What follows belongs to an exercise in optimizing a design on an open flow for small area; a production flow would make more cautious choices. At most, simulation tests tie the RTL to the original design; equivalence was not proved.

==> inputs of harbor <==
Design fir, start of the top module:
module fir(
    input clk,
    input rst,
    input signed [15:0] x_in,
    output reg signed [31:0] y_out
);
make LEC_CHECK=0 CAP_MARGIN=20 CORE_MARGIN=2 CORE_UTILIZATION=60 CTS_BUF_LIST=sky130_fd_sc_hd__clkbuf_8 CTS_CLUSTER_DIAMETER=80 CTS_CLUSTER_SIZE=20 PLACE_DENSITY=0.75 SLEW_MARGIN=20 SYNTH_HIERARCHICAL=1 SYNTH_MINIMUM_KEEP_SIZE=0 finish   # period 12.0 ns
run.sh (not shown) runs the stock make flow with config.mk's settings and CLKGATE_MAP_FILE= SYNTH_SCRIPT=/design/flow/synth_recipe.tcl, a recipe that flattens the netlist after the stock synthesis.
==> indigo: changes against harbor <==
--- a/flow/config.mk
+++ b/flow/config.mk
@@ -9,8 +9,8 @@
 export CORE_MARGIN = 2
 export CORE_UTILIZATION = 60
 export CTS_BUF_LIST = sky130_fd_sc_hd__clkbuf_8
-export CTS_CLUSTER_DIAMETER = 80
-export CTS_CLUSTER_SIZE = 20
+export CTS_CLUSTER_DIAMETER = 60
+export CTS_CLUSTER_SIZE = 16
 export PLACE_DENSITY = 0.75
 export SLEW_MARGIN = 20
 export SYNTH_HIERARCHICAL = 1
==> juniper: changes against harbor <==
==> flow/flow/run.sh (new file) <==
#!/bin/bash
# Own flow: the standard layout, except that the port buffers that
# global placement inserts are the smallest buffer cell (buf_1) instead of
# the default choice.  Everything else (synthesis, floorplan, power grid,
# CTS, routing) is the standard flow run through standard.sh.
set -euo pipefail
export BUFFER_PORTS_ARGS="-buffer_cell sky130_fd_sc_hd__buf_1"
bash standard.sh > standard.log 2>&1
==> flow/standard.sh (new file) <==
#!/bin/bash
# synth_recipe.tcl (not shown) runs the flow's synth.tcl, then flattens the netlist and writes it again
# the make line also repeats each setting of config.mk as NAME=value (left out here)
make -C /OpenROAD-flow-scripts/flow DESIGN_CONFIG=/design/flow/config.mk WORK_HOME=/design/flow/orfs CLKGATE_MAP_FILE= SYNTH_SCRIPT=/design/flow/synth_recipe.tcl "${@:-finish}"
--- a/flow/config.mk
+++ b/flow/config.mk
@@ -9,8 +9,8 @@
 export CORE_MARGIN = 2
 export CORE_UTILIZATION = 60
 export CTS_BUF_LIST = sky130_fd_sc_hd__clkbuf_8
-export CTS_CLUSTER_DIAMETER = 80
-export CTS_CLUSTER_SIZE = 20
+export CTS_CLUSTER_DIAMETER = 70
+export CTS_CLUSTER_SIZE = 18
 export PLACE_DENSITY = 0.75
 export SLEW_MARGIN = 20
 export SYNTH_HIERARCHICAL = 1
removed: flow/run.sh
==> nickel: changes against harbor <==
--- a/flow/config.mk
+++ b/flow/config.mk
@@ -9,8 +9,8 @@
 export CORE_MARGIN = 2
 export CORE_UTILIZATION = 60
 export CTS_BUF_LIST = sky130_fd_sc_hd__clkbuf_8
-export CTS_CLUSTER_DIAMETER = 80
-export CTS_CLUSTER_SIZE = 20
+export CTS_CLUSTER_DIAMETER = 70
+export CTS_CLUSTER_SIZE = 18
 export PLACE_DENSITY = 0.75
 export SLEW_MARGIN = 20
 export SYNTH_HIERARCHICAL = 1
==> notes.md <==
- juniper produced a clean layout. nickel completed with no timing, DRC or antenna violations. harbor passed the timing, design-rule and antenna checks. indigo produced a clean layout.
- Against nickel, the wire length of indigo is larger by 0.38%.
- Die area is the same in harbor and juniper.
- Worst hold slack is about the same in harbor and juniper.
- In non-clock buffer count, nickel and indigo do not differ.
No functional check of the RTL was part of any run of this note.

==> inputs of 10-03 <==
Another version of the RTL of fir (not shown whole).
## fir
module fir(
    input clk,
    input rst,
    input signed [15:0] x_in,
    output reg signed [31:0] y_out
);
clock: 12.0 ns
lec_check: 0
cap_margin: 20
core_margin: 2
core_utilization: 60
cts_buf_list: sky130_fd_sc_hd__clkbuf_8
cts_cluster_diameter: 70
cts_cluster_size: 18
place_density: 0.75
slew_margin: 20
synth_hierarchical: 1
synth_minimum_keep_size: 0
standard.sh (not shown) runs the stock make flow with config.mk's settings and CLKGATE_MAP_FILE= SYNTH_SCRIPT=/design/flow/synth_recipe.tcl, a recipe that flattens the netlist after the stock synthesis.
==> flow/flow/run.sh <==
#!/bin/bash
# Own flow: the standard layout (standard.sh) with two changes:
#  - the port buffers that global placement inserts are the smallest buffer
#    cell (buf_1) instead of the default choice;
#  - clock tree synthesis does not add dummy loads.
set -euo pipefail
export BUFFER_PORTS_ARGS="-buffer_cell sky130_fd_sc_hd__buf_1"
export CTS_ARGS="-sink_clustering_enable -repair_clock_nets -sink_clustering_size 18 -sink_clustering_max_diameter 70 -buf_list sky130_fd_sc_hd__clkbuf_8 -dont_use_dummy_load"
bash standard.sh > standard.log 2>&1
==> inputs of 08-24, as changes to 10-03 <==
- CORE_UTILIZATION: 60 -> 70
- PLACE_DENSITY: 0.75 -> 0.85
==> inputs of 02-22, as changes to 10-03 <==
- GPL_TIMING_DRIVEN: unset -> 0
==> notes.md <==
Maximum frequency: 08-24 < 02-22 < 10-03.
In synthesized cell count, 10-03 and 08-24 do not differ.
Synthesized area is the same in 08-24 and 10-03.
The highest first-iteration DRC count belongs to 08-24, the lowest to 10-03.
Between 02-22 and 08-24, the lower global-route usage is in 02-22 (gap 5.5 points).
Between 02-22 and 08-24, the lower via count is in 02-22 (gap 3.8%, measured against 08-24).
In sequential cell count, 10-03 and 02-22 do not differ.
Of 10-03 and 08-24, 10-03 has the higher clock skew (gap 17 ps).
No run of this note included a check of the RTL's function; only the layout flow was run.

==> job 8229 <==
fir, a different RTL version from the one above (not shown whole).
## fir
module fir(
    input clk,
    input rst,
    input signed [15:0] x_in,
    output reg signed [31:0] y_out
);
clock: 12.0 ns
lec_check: 0
cap_margin: 20
core_margin: 2
core_utilization: 60
cts_buf_list: sky130_fd_sc_hd__clkbuf_8
cts_cluster_diameter: 70
cts_cluster_size: 18
place_density: 0.75
slew_margin: 20
synth_hierarchical: 1
synth_minimum_keep_size: 0
Scripts as last shown in full above: flow/flow/run.sh
==> job 3595: changes against job 8229 <==
==> flow/flow/run.sh (replaced) <==
#!/bin/bash
# Own flow: the standard layout, except that the port buffers that
# global placement inserts are the smallest buffer cell (buf_1) instead of
# the default choice.  Everything else (synthesis, floorplan, power grid,
# CTS, routing) is the standard flow run through standard.sh.
set -euo pipefail
export BUFFER_PORTS_ARGS="-buffer_cell sky130_fd_sc_hd__buf_1"
bash standard.sh > standard.log 2>&1
==> notes <==
Job 8229 finished clean. Job 3595 passed the timing, design-rule and antenna checks.
Against job 8229, the setup slack of job 3595 is worse by 0.011 ns.
Cell count: job 3595 is larger than job 8229 (about 1.1%).
In register-to-register slack, job 8229 and job 3595 hardly differ.
In job 8229 the first-iteration DRC count is higher than in job 3595, by 6.6%.
Global-route usage is about the same in job 3595 and job 8229.
Of job 8229 and job 3595, job 3595 has the higher worst hold slack (gap 0.0049 ns).
Critical path depth is the same in job 3595 and job 8229.
Against job 3595, the utilization of job 8229 is lower by 0.36 points.
Flip-flop and latch count is the same in job 3595 and job 8229.
==> figures <==
	job 8229	job 3595
Core utilization of the finished layout	64.8%	65.2%
First-pass GRT wire length	65.8 mm	65.9 mm
Signal buffers share of area	1.54%	1.53%
Number of violations reported at the end of detailed-routing iteration 0	796	747
Rel. slew slack	33.5%	32.6%
Routed wire length	43.1 mm	43.2 mm
Fraction of final layout cells with drive strength greater than 1	7.23%	7.61%
Outcome	complete, no violations	complete, no violations
Routed length on met3	4.58 mm	4.67 mm
Largest clock skew in the final design	0.0713 ns	0.0232 ns
Met1 Wirelength	19.3 mm	19.2 mm
Final worst slack	0.283 ns	0.272 ns
Signal arrival time at the worst endpoint	12.12 ns	12.19 ns
Number of global-route vias before repair	10.7k	10.7k
Summed area of non-filler cells in the final layout	21100 um^2	21200 um^2
Share of the final layout cell area in multi-input gates	57.5%	57.2%
M3 GR Usage	10.0%	10.1%
Drt first pass iters	5	7
Clock distribution area overhead in the final layout	1.44%	2.03%
Flip-flop and latch share of the layout cell area	34.3%	34.1%

==> inputs of 12-18 <==
Another version of the RTL of fir (not shown whole).
clock: 12.0 ns
lec_check: 0
cap_margin: 20
core_margin: 2
core_utilization: 70
cts_buf_list: sky130_fd_sc_hd__clkbuf_8
cts_cluster_diameter: 70
cts_cluster_size: 18
place_density: 0.85
slew_margin: 20
synth_hierarchical: 1
synth_minimum_keep_size: 0
==> flow/flow/run.sh <==
#!/bin/bash
# Own flow: the standard layout (standard.sh) with two changes:
#  - the port buffers that global placement inserts are the smallest buffer
#    cell (buf_1) instead of the default choice;
#  - clock tree synthesis does not add dummy loads.
set -euo pipefail
export BUFFER_PORTS_ARGS="-buffer_cell sky130_fd_sc_hd__buf_1"
export CTS_ARGS="-sink_clustering_enable -repair_clock_nets -sink_clustering_size 18 -sink_clustering_max_diameter 70 -buf_list sky130_fd_sc_hd__clkbuf_8 -dont_use_dummy_load"
bash standard.sh > standard.log 2>&1
==> inputs of 11-14, as changes to 12-18 <==
==> flow/config.mk (replaced) <==
export PLATFORM = sky130hd
export DESIGN_NAME = fir
export DESIGN_NICKNAME = fir
export VERILOG_FILES = /design/flow/design.v
export SDC_FILE = /design/flow/constraint.sdc
export NUM_CORES = 4
export LEC_CHECK = 0
export CAP_MARGIN = 0
export CORE_MARGIN = 2
export CORE_UTILIZATION = 60
export CTS_BUF_LIST = sky130_fd_sc_hd__clkbuf_8
export CTS_CLUSTER_DIAMETER = 70
export CTS_CLUSTER_SIZE = 18
export PLACE_DENSITY = 0.75
export SLEW_MARGIN = 0
export SYNTH_HIERARCHICAL = 1
export SYNTH_MINIMUM_KEEP_SIZE = 0
==> inputs of 09-08, as changes to 12-18 <==
--- a/flow/flow/run.sh
+++ b/flow/flow/run.sh
@@ -6,4 +6,4 @@
 set -euo pipefail
 export BUFFER_PORTS_ARGS="-buffer_cell sky130_fd_sc_hd__buf_1"
-export CTS_ARGS="-sink_clustering_enable -repair_clock_nets -sink_clustering_size 18 -sink_clustering_max_diameter 70 -buf_list sky130_fd_sc_hd__clkbuf_8 -dont_use_dummy_load"
+export CTS_ARGS="-sink_clustering_enable -repair_clock_nets -sink_clustering_size 10 -sink_clustering_max_diameter 40 -buf_list sky130_fd_sc_hd__clkbuf_4 -dont_use_dummy_load"
 bash standard.sh > standard.log 2>&1
--- a/flow/config.mk
+++ b/flow/config.mk
@@ -8,9 +8,9 @@
 export CAP_MARGIN = 20
 export CORE_MARGIN = 2
-export CORE_UTILIZATION = 70
+export CORE_UTILIZATION = 60
 export CTS_BUF_LIST = sky130_fd_sc_hd__clkbuf_8
 export CTS_CLUSTER_DIAMETER = 70
 export CTS_CLUSTER_SIZE = 18
-export PLACE_DENSITY = 0.85
+export PLACE_DENSITY = 0.75
 export SLEW_MARGIN = 20
 export SYNTH_HIERARCHICAL = 1
==> inputs of 03-02, as changes to 12-18 <==
--- a/flow/config.mk
+++ b/flow/config.mk
@@ -8,9 +8,10 @@
 export CAP_MARGIN = 20
 export CORE_MARGIN = 2
-export CORE_UTILIZATION = 70
+export CORE_UTILIZATION = 60
 export CTS_BUF_LIST = sky130_fd_sc_hd__clkbuf_8
 export CTS_CLUSTER_DIAMETER = 70
 export CTS_CLUSTER_SIZE = 18
-export PLACE_DENSITY = 0.85
+export GPL_TIMING_DRIVEN = 0
+export PLACE_DENSITY = 0.75
 export SLEW_MARGIN = 20
 export SYNTH_HIERARCHICAL = 1
==> summary of the runs <==
Of 09-08 and 03-02, 09-08 has the higher sequential share of layout area (gap 0.21 points).
Cell area, highest first: 03-02, 09-08, 11-14, 12-18.
The lowest global-route usage belongs to 03-02, the highest to 12-18.
Clock-buffer cell count: 09-08 > 03-02 > 12-18 > 11-14.

## separate check: timing with driven ports
The flow's constraints put no driver on any port. The routed layouts listed below were extracted and timed again, unchanged, in two steps. Step 1 (the two cells are an assumption about what drives the block):
set clk [get_ports {clk}]
set_driving_cell -lib_cell sky130_fd_sc_hd__clkbuf_16 $clk
set_driving_cell -lib_cell sky130_fd_sc_hd__buf_2 [delete_from_list [all_inputs] $clk]
Step 2 times the ports against the registers' clock, not the clock port: input delays grow and output delays shrink by t, the midpoint of the rising clock arrivals with the driver on. Slacks: no drivers / after step 1 / after step 2; pairs: no drivers / after step 1.
| run | shift t [ns] | setup WS [ns] | worst register clock-pin slew, ns | cell pins on the clock port's net |
|---|---|---|---|---|
| harbor | 0.621 | 0.401 / 0.401 / 0.401 | 0.12 / 0.12 | 1 |
| indigo | 0.652 | 0.415 / 0.415 / 0.415 | 0.10 / 0.10 | 1 |
| juniper | 0.651 | 0.369 / 0.369 / 0.369 | 0.11 / 0.11 | 1 |
| nickel | 0.645 | 0.426 / 0.426 / 0.426 | 0.11 / 0.11 | 1 |
| 10-03 | 0.603 | 0.282 / 0.282 / 0.282 | 0.11 / 0.11 | 1 |
| 08-24 | 0.591 | 0.221 / 0.221 / 0.221 | 0.11 / 0.11 | 1 |
| 02-22 | 0.594 | 0.244 / 0.244 / 0.244 | 0.11 / 0.11 | 1 |
| job 8229 | 0.604 | 0.283 / 0.283 / 0.283 | 0.11 / 0.11 | 1 |
| job 3595 | 0.628 | 0.272 / 0.272 / 0.272 | 0.11 / 0.11 | 1 |
| 12-18 | 0.591 | 0.273 / 0.273 / 0.273 | 0.11 / 0.11 | 1 |
| 11-14 | 0.605 | 0.275 / 0.275 / 0.275 | 0.11 / 0.11 | 1 |
| 09-08 | 0.696 | 0.306 / 0.306 / 0.306 | 0.11 / 0.11 | 1 |
| 03-02 | 0.608 | 0.263 / 0.263 / 0.263 | 0.11 / 0.11 | 1 |
After both steps every run listed still meets setup and hold.
